Context: an optimization exercise on an open-source flow, tuned for small area. The choices shown serve that exercise and are no tape-out recipe. In this exercise RTL edits were held to simulation tests only and were not proved equivalent to the original. No activity file was given, so power comes from the tool's default toggle rates.

File: flow/run.sh
#!/bin/bash
# synth_recipe.tcl (not shown) runs the flow's synth.tcl, then flattens the netlist and writes it again
# the make line also repeats each setting of config.mk as NAME=value (left out here)
make -C /OpenROAD-flow-scripts/flow DESIGN_CONFIG=/design/flow/config.mk WORK_HOME=/design/flow/orfs CLKGATE_MAP_FILE= SYNTH_SCRIPT=/design/flow/synth_recipe.tcl finish
File: flow/config.mk
export PLATFORM = sky130hd
export DESIGN_NAME = top_module
export DESIGN_NICKNAME = top_module
export VERILOG_FILES = /design/flow/design.v
export SDC_FILE = /design/flow/constraint.sdc
export NUM_CORES = 4
export LEC_CHECK = 0
export CAP_MARGIN = 20
export CORE_MARGIN = 2
export CORE_UTILIZATION = 40
export SLEW_MARGIN = 20
File: flow/constraint.sdc
create_clock -name core_clock -period 10.0 [get_ports {clk}]
set_input_delay 2.0000 -clock core_clock [delete_from_list [all_inputs] [get_ports {clk}]]
set_output_delay 2.0000 -clock core_clock [all_outputs]
set_load 0.01 [all_outputs]
File: flow/design.v
module debouncer #(
    parameter COUNT_MAX = 16'hFFFF  
)(
    input wire i_clk,
    input wire i_srst,
    input wire i_btn,
    output reg o_stable_btn
);
    reg [15:0] r_cnt;
    reg r_state;
    always @(posedge i_clk) begin
        if (i_srst) begin
            r_cnt <= 16'd0;
            r_state <= 1'b0;
            o_stable_btn <= 1'b0;
        end
        else if (i_btn == r_state)
            r_cnt <= 16'd0;
        else begin
            r_cnt <= r_cnt + 1'b1;
            if (r_cnt == COUNT_MAX) begin
                r_state <= i_btn;
                o_stable_btn <= i_btn;
            end
        end
    end
endmodule
module one_pulse(
    input wire i_clk,
    input wire i_srst,
    input wire i_signal,
    output wire o_pulse
);
    reg r_signal_dly;
    always @(posedge i_clk) begin
       r_signal_dly <= i_srst ? 1'b0 : i_signal;
    end
    assign o_pulse = i_signal & ~r_signal_dly;
endmodule
module pin_register(
    input wire i_clk,
    input wire i_srst,
    input wire i_rst,
    input wire i_load_en,  
    input wire [3:0] i_sw_val,  
    output reg [3:0] o_stored_pin  
);
    always @(posedge i_clk) begin
        if (i_srst || i_rst) begin
            o_stored_pin <= 4'b0000;
        end else if (i_load_en) begin
            o_stored_pin <= i_sw_val;
        end
    end
endmodule
module pin_verifier(
  input wire i_clk,
  input wire i_srst,
  input wire i_rst,
  input wire [3:0] i_user_pin,  
  input wire [3:0] i_stored_pin,  
  input wire i_valid_pulse,  
  output reg [2:0] o_system_state  
);
  localparam S_IDLE = 3'b000;
  localparam S_OPEN = 3'b001;
  localparam S_WRONG = 3'b010;
  localparam S_LOCKED = 3'b100;
  reg [1:0] r_fail_cnt;
  reg [2:0] r_state;
  always @(posedge i_clk) begin
      if (i_srst || i_rst) begin
          r_state <= S_IDLE;
          r_fail_cnt <= 2'd0;
          o_system_state <= S_IDLE;
      end else begin
          case (r_state)
              S_IDLE: begin
                  if (i_valid_pulse) begin
                      if (i_user_pin == i_stored_pin) begin
                          r_state <= S_OPEN;
                          r_fail_cnt <= 2'd0;
                      end else begin
                          r_fail_cnt <= r_fail_cnt + 1'b1;
                          if (r_fail_cnt >= 2'd2) r_state <= S_LOCKED;
                          else r_state <= S_WRONG;
                      end
                  end
              end
              S_OPEN : o_system_state <= S_OPEN;  
              S_WRONG: r_state <= S_IDLE;  
              S_LOCKED: o_system_state <= S_LOCKED;  
              default: r_state <= S_IDLE;
          endcase  
          if (r_state == S_WRONG) o_system_state <= (r_fail_cnt == 2'd1) ? 3'b010 : 3'b011;
      end
  end          
endmodule
module display_driver(
  input wire i_clk,
  input wire i_srst,
  input wire i_rst,
  input wire [2:0] i_status,        
  output reg [3:0] o_anode,     
  output reg [6:0] o_seg        
);
  reg [17:0] r_refresh_cnt;
  reg [3:0] r_char_code;
  wire [1:0] w_digit_sel = r_refresh_cnt[17:16];
  always @(posedge i_clk) begin
    if (i_srst || i_rst) r_refresh_cnt <= 18'd0;
    else r_refresh_cnt <= r_refresh_cnt + 1'b1;
  end
  always @(*) begin
    case (w_digit_sel)
      2'b00: o_anode = 4'b1110;   
      2'b01: o_anode = 4'b1101;   
      2'b10: o_anode = 4'b1011;   
      2'b11: o_anode = 4'b0111;   
      default: o_anode = 4'b1111;
    endcase
  end
  always @(*) begin
    case (i_status)
      3'b001: begin   
        case (w_digit_sel)
          2'd0: r_char_code = 4'd3;  
          2'd1: r_char_code = 4'd2;  
          2'd2: r_char_code = 4'd1;  
          2'd3: r_char_code = 4'd0;  
        endcase
      end
      3'b100: begin   
        case (w_digit_sel)
          2'd0: r_char_code = 4'hF;  
          2'd1: r_char_code = 4'd5;  
          2'd2: r_char_code = 4'd8;  
          2'd3: r_char_code = 4'd7;  
        endcase
      end
      default: r_char_code = 4'hE;  
    endcase
  end
  always @(*) begin
    case (r_char_code)
      4'd0: o_seg = 7'b1000000;  
      4'd1: o_seg = 7'b0001100;  
      4'd2: o_seg = 7'b0000110;  
      4'd3: o_seg = 7'b0101011;  
      4'd5: o_seg = 7'b1001110;  
      4'd7: o_seg = 7'b1000000;  
      4'd8: o_seg = 7'b1000001;  
      4'hE: o_seg = 7'b0111111;  
      4'hF: o_seg = 7'b1111111;  
      default: o_seg = 7'b1111111; 
    endcase
  end
endmodule
module uart_tx #(
    parameter CLK_FREQ = 100_000_000,
    parameter BAUD_RATE = 9600
)(
    input wire i_clk,
    input wire i_srst,
    input wire i_rst,
    input wire i_start,
    input wire [7:0] i_data,
    output reg o_tx,
    output reg o_busy
);
    localparam BIT_PERIOD = CLK_FREQ / BAUD_RATE;
    reg [3:0] r_bit_index;
    reg [15:0] r_clk_cnt;
    reg [9:0] r_tx_shift;  
    always @(posedge i_clk) begin
        if (i_srst) begin
            o_tx <= 1'b1;
            o_busy <= 1'b0;
            r_bit_index <= 4'd0;
            r_clk_cnt <= 16'd0;
            r_tx_shift <= 10'b1111111111;
        end else if (i_rst) begin
            o_tx <= 1'b1;
            o_busy <= 1'b0;
            r_bit_index <= 4'd0;
            r_clk_cnt <= 16'd0;
        end else begin
            if (i_start && !o_busy) begin
                r_tx_shift <= {1'b1, i_data, 1'b0};   
                o_busy <= 1'b1;
                r_bit_index <= 4'd0;
                r_clk_cnt <= 16'd0;
            end 
            else if (o_busy) begin
                if (r_clk_cnt < BIT_PERIOD - 1) begin
                    r_clk_cnt <= r_clk_cnt + 1'b1;
                end else begin
                    r_clk_cnt <= 16'd0;
                    if (r_bit_index < 10) begin
                        o_tx <= r_tx_shift[r_bit_index];
                        r_bit_index <= r_bit_index + 1'b1;
                    end else begin
                        o_busy <= 1'b0;
                        o_tx <= 1'b1;  
                    end
                end
            end
        end
    end
endmodule
module uart_string_sender(
    input wire i_clk,
    input wire i_srst,
    input wire i_rst,
    input wire [2:0] i_status,
    input wire i_trigger,  
    output wire o_tx,
    output wire o_busy
);
   localparam S_IDLE = 2'd0, S_SEND = 2'd1, S_WAIT = 2'd2;
   reg [1:0] r_state;
   reg [3:0] r_char_idx;
   reg [7:0] r_data_to_send;
   reg r_uart_start;
   reg r_trigger_d1;
   wire w_uart_busy;
   wire w_trigger_pulse = i_trigger && !r_trigger_d1;
   uart_tx #(.CLK_FREQ(100000000), .BAUD_RATE(9600)) tx_inst(
       .i_clk(i_clk), .i_srst(i_srst), .i_rst(i_rst),
       .i_start(r_uart_start), .i_data(r_data_to_send),
       .o_tx(o_tx), .o_busy(w_uart_busy)
   );
   assign o_busy = (r_state != S_IDLE);
   always @(posedge i_clk) begin
       r_trigger_d1 <= i_srst ? 1'b0 : i_trigger;
       if (i_srst) begin
           r_state <= S_IDLE;
           r_uart_start <= 1'b0;
           r_char_idx <= 4'd0;
           r_data_to_send <= 8'd0;
       end else if (i_rst) begin
           r_state <= S_IDLE;
           r_uart_start <= 1'b0;
           r_char_idx <= 4'd0;
       end else begin
           case (r_state)
               S_IDLE: begin
                   r_uart_start <= 1'b0;
                   if (w_trigger_pulse) begin
                      r_char_idx <= 4'd0;
                      r_state <= S_SEND;
                   end
               end 
               S_SEND: begin
                   r_uart_start <= 1'b1;
                   case (i_status)       
                       3'b001: begin  
                       if (r_char_idx <= 4'd11) begin
                           r_uart_start <= 1'b1;
                           case(r_char_idx)
                               4'd0: r_data_to_send <= "S"; 4'd1: r_data_to_send <= "T";
                               4'd2: r_data_to_send <= "A"; 4'd3: r_data_to_send <= "T";
                               4'd4: r_data_to_send <= "U"; 4'd5: r_data_to_send <= "S";
                               4'd6: r_data_to_send <= ":"; 4'd7: r_data_to_send <= "O";
                               4'd8: r_data_to_send <= "P"; 4'd9: r_data_to_send <= "E";
                               4'd10: r_data_to_send <= "N"; 4'd11: r_data_to_send <= ";";
                           endcase
                           r_state <= S_WAIT;
                       end else r_state <= S_IDLE;  
                       end
                       3'b010: begin  
                       if (r_char_idx <= 4'd12) begin
                           r_uart_start <= 1'b1;    
                           case(r_char_idx)
                               4'd0: r_data_to_send <= "S"; 4'd1: r_data_to_send <= "T";
                               4'd2: r_data_to_send <= "A"; 4'd3: r_data_to_send <= "T";
                               4'd4: r_data_to_send <= "U"; 4'd5: r_data_to_send <= "S";
                               4'd6: r_data_to_send <= ":"; 4'd7: r_data_to_send <= "W";
                               4'd8: r_data_to_send <= "R"; 4'd9: r_data_to_send <= "O";
                               4'd10: r_data_to_send <= "N"; 4'd11: r_data_to_send <= "G";
                               4'd12: r_data_to_send <= ";";
                           endcase
                           r_state <= S_WAIT;
                       end else r_state <= S_IDLE;    
                       end
                       3'b100: begin  
                       if (r_char_idx <= 4'd11) begin
                           r_uart_start <= 1'b1;
                           case(r_char_idx)
                               4'd0: r_data_to_send <= "S"; 4'd1: r_data_to_send <= "T";
                               4'd2: r_data_to_send <= "A"; 4'd3: r_data_to_send <= "T";
                               4'd4: r_data_to_send <= "U"; 4'd5: r_data_to_send <= "S";
                               4'd6: r_data_to_send <= ":"; 4'd7: r_data_to_send <= "L";
                               4'd8: r_data_to_send <= "O"; 4'd9: r_data_to_send <= "C";
                               4'd10: r_data_to_send <= "K"; 4'd11: r_data_to_send <= ";";
                               default: r_state <= S_IDLE;       
                           endcase
                           r_state <= S_WAIT;
                       end else r_state <= S_IDLE;     
                       end
                   default: r_state <= S_IDLE; 
                   endcase
               end
               S_WAIT: begin          
                   r_uart_start <= 1'b0;
                   if (!w_uart_busy && !r_uart_start) begin
                       r_char_idx <= r_char_idx + 1'b1;
                       r_state <= S_SEND;
                   end
               end    
           endcase
       end    
   end         
endmodule
module top_module(
    input wire clk,
    input wire rst,  
    input wire btnR, btnL, btnD,  
    input wire [3:0] sw,
    output wire [3:0] an,
    output wire [6:0] seg,
    output wire uart_tx_out
);
    parameter DEBOUNCE_LIMIT = 16'hFFFF;
    wire [3:0] w_stored_pin;
    wire [2:0] w_system_status;
    wire w_deb_L, w_deb_D, w_deb_R;
    wire w_pulse_L, w_pulse_R, w_pulse_D;
    reg r_uart_trigger;
    debouncer #(.COUNT_MAX(DEBOUNCE_LIMIT)) dbL(.i_clk(clk), .i_srst(rst), .i_btn(btnL), .o_stable_btn(w_deb_L));
    one_pulse opL(.i_clk(clk), .i_srst(rst), .i_signal(w_deb_L), .o_pulse(w_pulse_L));
    debouncer #(.COUNT_MAX(DEBOUNCE_LIMIT)) dbD(.i_clk(clk), .i_srst(rst), .i_btn(btnD), .o_stable_btn(w_deb_D));
    one_pulse opD(.i_clk(clk), .i_srst(rst), .i_signal(w_deb_D), .o_pulse(w_pulse_D));
    debouncer #(.COUNT_MAX(DEBOUNCE_LIMIT)) dbR(.i_clk(clk), .i_srst(rst), .i_btn(btnR), .o_stable_btn(w_deb_R));
    one_pulse opR(.i_clk(clk), .i_srst(rst), .i_signal(w_deb_R), .o_pulse(w_pulse_R));
    pin_register master_pin_reg(
         .i_clk(clk), 
         .i_srst(rst),
         .i_rst(w_pulse_R), 
         .i_load_en(w_pulse_L), 
         .i_sw_val(sw), 
         .o_stored_pin(w_stored_pin));
    pin_verifier core_logic(
         .i_clk(clk), 
         .i_srst(rst),
         .i_rst(w_pulse_R), 
         .i_user_pin(sw), 
         .i_stored_pin(w_stored_pin), 
         .i_valid_pulse(w_pulse_D), 
         .o_system_state(w_system_status)); 
    display_driver display_unit(
         .i_clk(clk), 
         .i_srst(rst),
         .i_rst(w_pulse_R), 
         .i_status(w_system_status), 
         .o_anode(an), 
         .o_seg(seg));
    always @(posedge clk) r_uart_trigger <= rst ? 1'b0 : w_pulse_D;
    uart_string_sender uart_logger(
         .i_clk(clk),
         .i_srst(rst),
         .i_rst(w_pulse_R), 
         .i_status(w_system_status),
         .i_trigger(r_uart_trigger),
         .o_tx(uart_tx_out),
         .o_busy());
endmodule
==> results.txt <==
status no timing/DRC/antenna violations; pin count of the biggest net entering global routing 37; CP Class reg2out; Overflow after GRT 0; CTS Buf Count 17; Post-Synthesis Cells between 700 and 800; fmax ~0.19 GHz; CP Capture Type output port; Layout Nets between 700 and 800; Crit path arrival time 3240 ps; Worst-Margin Slew 915 ps; RSZ-0062 raised after global routing no; I/O Pins 21; top layer in use met4; vias in the first global route between 4000 and 5000; slowest CP cell dfxtp_1; Area Overhead vs Synth 14.6%; sequential share of the synthesized area 0.411; FILL cells 1517; area leader, netlist dfxtp_1; Post-CTS Hold Buffers 0; DR pass1 iterations 4; drt initial violations approximately 350; Row Count 46; fin. max-slew vios 0; post-synth top area share 0.411; startpoint type of the worst setup path flip-flop; CP cell instances nand2b_1 -> or3_1 -> a21oi_1 -> inv_1 -> ha_1 -> o211ai_1 -> a21o_1 -> o21a_1 -> clkdlybuf4s50_1; Util after Layout 0.464; Starting Density 0.405; Detail Route met2 WL between 6 and 7 mm; CP required approximately 8000 ps; Hold Crit Class reg2reg; Post-synth EDFFs 0; Max H-tree Level 4; CTS tree yes; vias post-DR just over 5000; Top delay family on crit path simple AND/OR/NAND/NOR gates; diodes inserted 0; skew final approximately 8.7 ps; clk slew on worst S/H paths roughly 60 ps; top post-synthesis cells by area dfxtp_1, nor2_1, xor2_1; Mean Syn Cell Area 8.43 um^2; Finished Layout Cells around 990; setup_tns 0 ps; routed wl met3 around 350 um; CORE AREA between 15000 and 20000 um^2; post-cts gate resize count 0; Slew headroom 0.385; Buf+Inv Stages, Crit Path 2; Final ANT Viol Nets 0; Synth warnings 8; DRC viols 0; final hold vios 0; average wire per standard cell 12.6 um; clock tree buffer depth 2; Leakage 2.54 nW; Inst Count DP ~960; Detailed Place HPWL about 8.4 mm; M1 WL around 5.7 mm; Horiz. Die Dim roughly 130 um; Total GRT Usage 0.155; # Max-Cap Violations 0; Finish-stage setup viols 0; worst-path maximum fanout 15; VDD IR-drop max about 160 uV; Pwr Density 158 nW/um^2; setup bufs post-CTS 0; fin crit period between 5000 and 6000 ps; CTS sink count 130; layout cell share with drive strength beyond 1 0.0609; clock root buffer clkbuf_16; Post-Syn Area around 6300 um^2; first-pass GRT wire length ~21 mm; fraction of registers with async set or reset after synthesis 0; total die area 16900 um^2; Cell variety after synth approximately 70; Synth Register Bits 130; Placer Congestion roughly 0.85; antenna violations before repair 0; delay of the slowest cell on the worst path 590 ps; clk latency of the worst-skew pair 410 ps; Die H between 100 and 150 um; IO Port Bufs 20; post-synth net total between 700 and 800; final wirelength about 12 mm; routed vias/inst around 5; Synth Flop Type dfxtp_1; fin crit share 0.524
logic make-up after synthesis:
group,Yosys count,share of synthesized area
simple gates,331,0.252
flops,130,0.411
compound gates,122,0.134
xor+xnor,77,0.106
buf+inv,61,0.0381
fa+ha+maj,21,0.0415
mux,10,0.0180
metal layers:
layer  vias up  GRT usage
li1       2609          -
met1      2369      0.183
met2        51      0.270
met3        12     0.0418
met4         0     0.0601
met5         -          0
area by class of cell:
class                      count  area, um^2  area share
multi-input combinational    561        3490       0.481
tap                          216         270      0.0372
timing repair buffer          22         215      0.0296
inverter                      27         101      0.0139
sequential                   130        2600       0.358
clock inverter                 9         105      0.0145
clock buffer                  23         478      0.0658
cells in the final DEF (no fill, tap or decap), types with 18 or more instances in the layout:
cell type / Yosys / routed
xor2_1: 48 / 48
nor2b_1: 18 / 18
nor3_1: 23 / 23
nand2_1: 47 / 47
dfxtp_1: 130 / 130
nor2_1: 134 / 134
a21oi_1: 30 / 30
ha_1: 21 / 21
nand3_1: 28 / 28
xnor2_1: 29 / 29
o21ai_0: 27 / 27
clkdlybuf4s50_1: 0 / 20
inv_1: 27 / 27
report_power, final:
| part | switching (mW) | internal (mW) | total, mW |
|---|---|---|---|
| Clock | 0.219 | 0.385 | 0.604 |
| Sequential | 0.00208 | 0.520 | 0.523 |
| Combinational | 0.0120 | 0.00677 | 0.0188 |
| Total | 0.233 | 0.912 | 1.15 |
Yosys cell counts, drive strengths merged, types with 4 or more instances:
cell type  number
and4            5
nor4            8
dfxtp         130
ha             21
a211o           7
a21oi          31
o21ai          29
nand2          47
inv            27
a22oi           4
and3            9
nand2b         15
clkbuf         26
nor2b          18
xnor2          29
o211ai          4
nand4          17
nand3          28
or3             7
o21a            6
xor2           48
a21o            4
buf             8
nor2          136
mux2i           8
and2            5
nor3           24
o22ai           7
path summary, 6_finish.rpt:
kind	startpoint	end	slack, ps	cells after the start
setup / recovery	core_logic.o_system_state[0]	seg[2]	4760	9
hold / removal	dbD.r_cnt[0]	dbD.r_cnt[0]	450	1
setup reg to reg	core_logic.o_system_state[1]	uart_logger.r_data_to_send[2]	7180	5
hold reg to reg	dbD.r_cnt[0]	dbD.r_cnt[0]	450	1
metrics by stage:
stage	power, mW	setup WS [ps]	hold slack (ps)	area (um^2)
4_1_cts	1.16	4720	458	7270
5_1_grt	1.19	4460	482	7270
6_report	1.15	4760	452	7270
3_3_place_gp	0.552	5260	440	6680
3_5_place_dp	0.553	5160	444	6680
2_1_floorplan	0.546	6030	426	6340
registers in the layout (all words and copies together), names as in the netlist, 2 cells and up:
signal / cells
uart_logger.r_data_to_send: 7
uart_logger.tx_inst.r_clk_cnt: 16
uart_logger.tx_inst.r_tx_shift: 8
uart_logger.tx_inst.r_bit_index: 4
dbR.r_cnt: 16
display_unit.r_refresh_cnt: 18
master_pin_reg.o_stored_pin: 4
dbD.r_cnt: 16
core_logic.r_fail_cnt: 2
core_logic.r_state: 3
uart_logger.r_char_idx: 4
dbL.r_cnt: 16
uart_logger.r_state: 2
core_logic.o_system_state: 3

## what the ideal ports hide
How much do the figures lean on ideal ports? The routed layout below was timed once more, with nothing changed but the port constraints.
Step 1 (the two cells are an assumption about what drives the block):
set clk [get_ports {clk}]
set_driving_cell -lib_cell sky130_fd_sc_hd__clkbuf_16 $clk
set_driving_cell -lib_cell sky130_fd_sc_hd__buf_2 [delete_from_list [all_inputs] $clk]
Step 2 moves the port delays by t, midway between the first and last clock arrival at a register: inputs arrive t later, outputs are due t later. That takes back most of the time a late clock gives input paths.
a / b / c = no drivers / after step 1 / after step 2; a / b = the first two.
t, ns: 0.445
setup WS [ns]: 4.763 / 4.721 / 5.166
hold slack, ns: 0.452 / 0.452 / 0.452
clock arrival spread, ns: 0.009 / 0.009
After both steps this run still meets setup and hold. For this run, drivers alone change the setup slack by -0.042 ns; drivers and shift together by +0.403 ns.
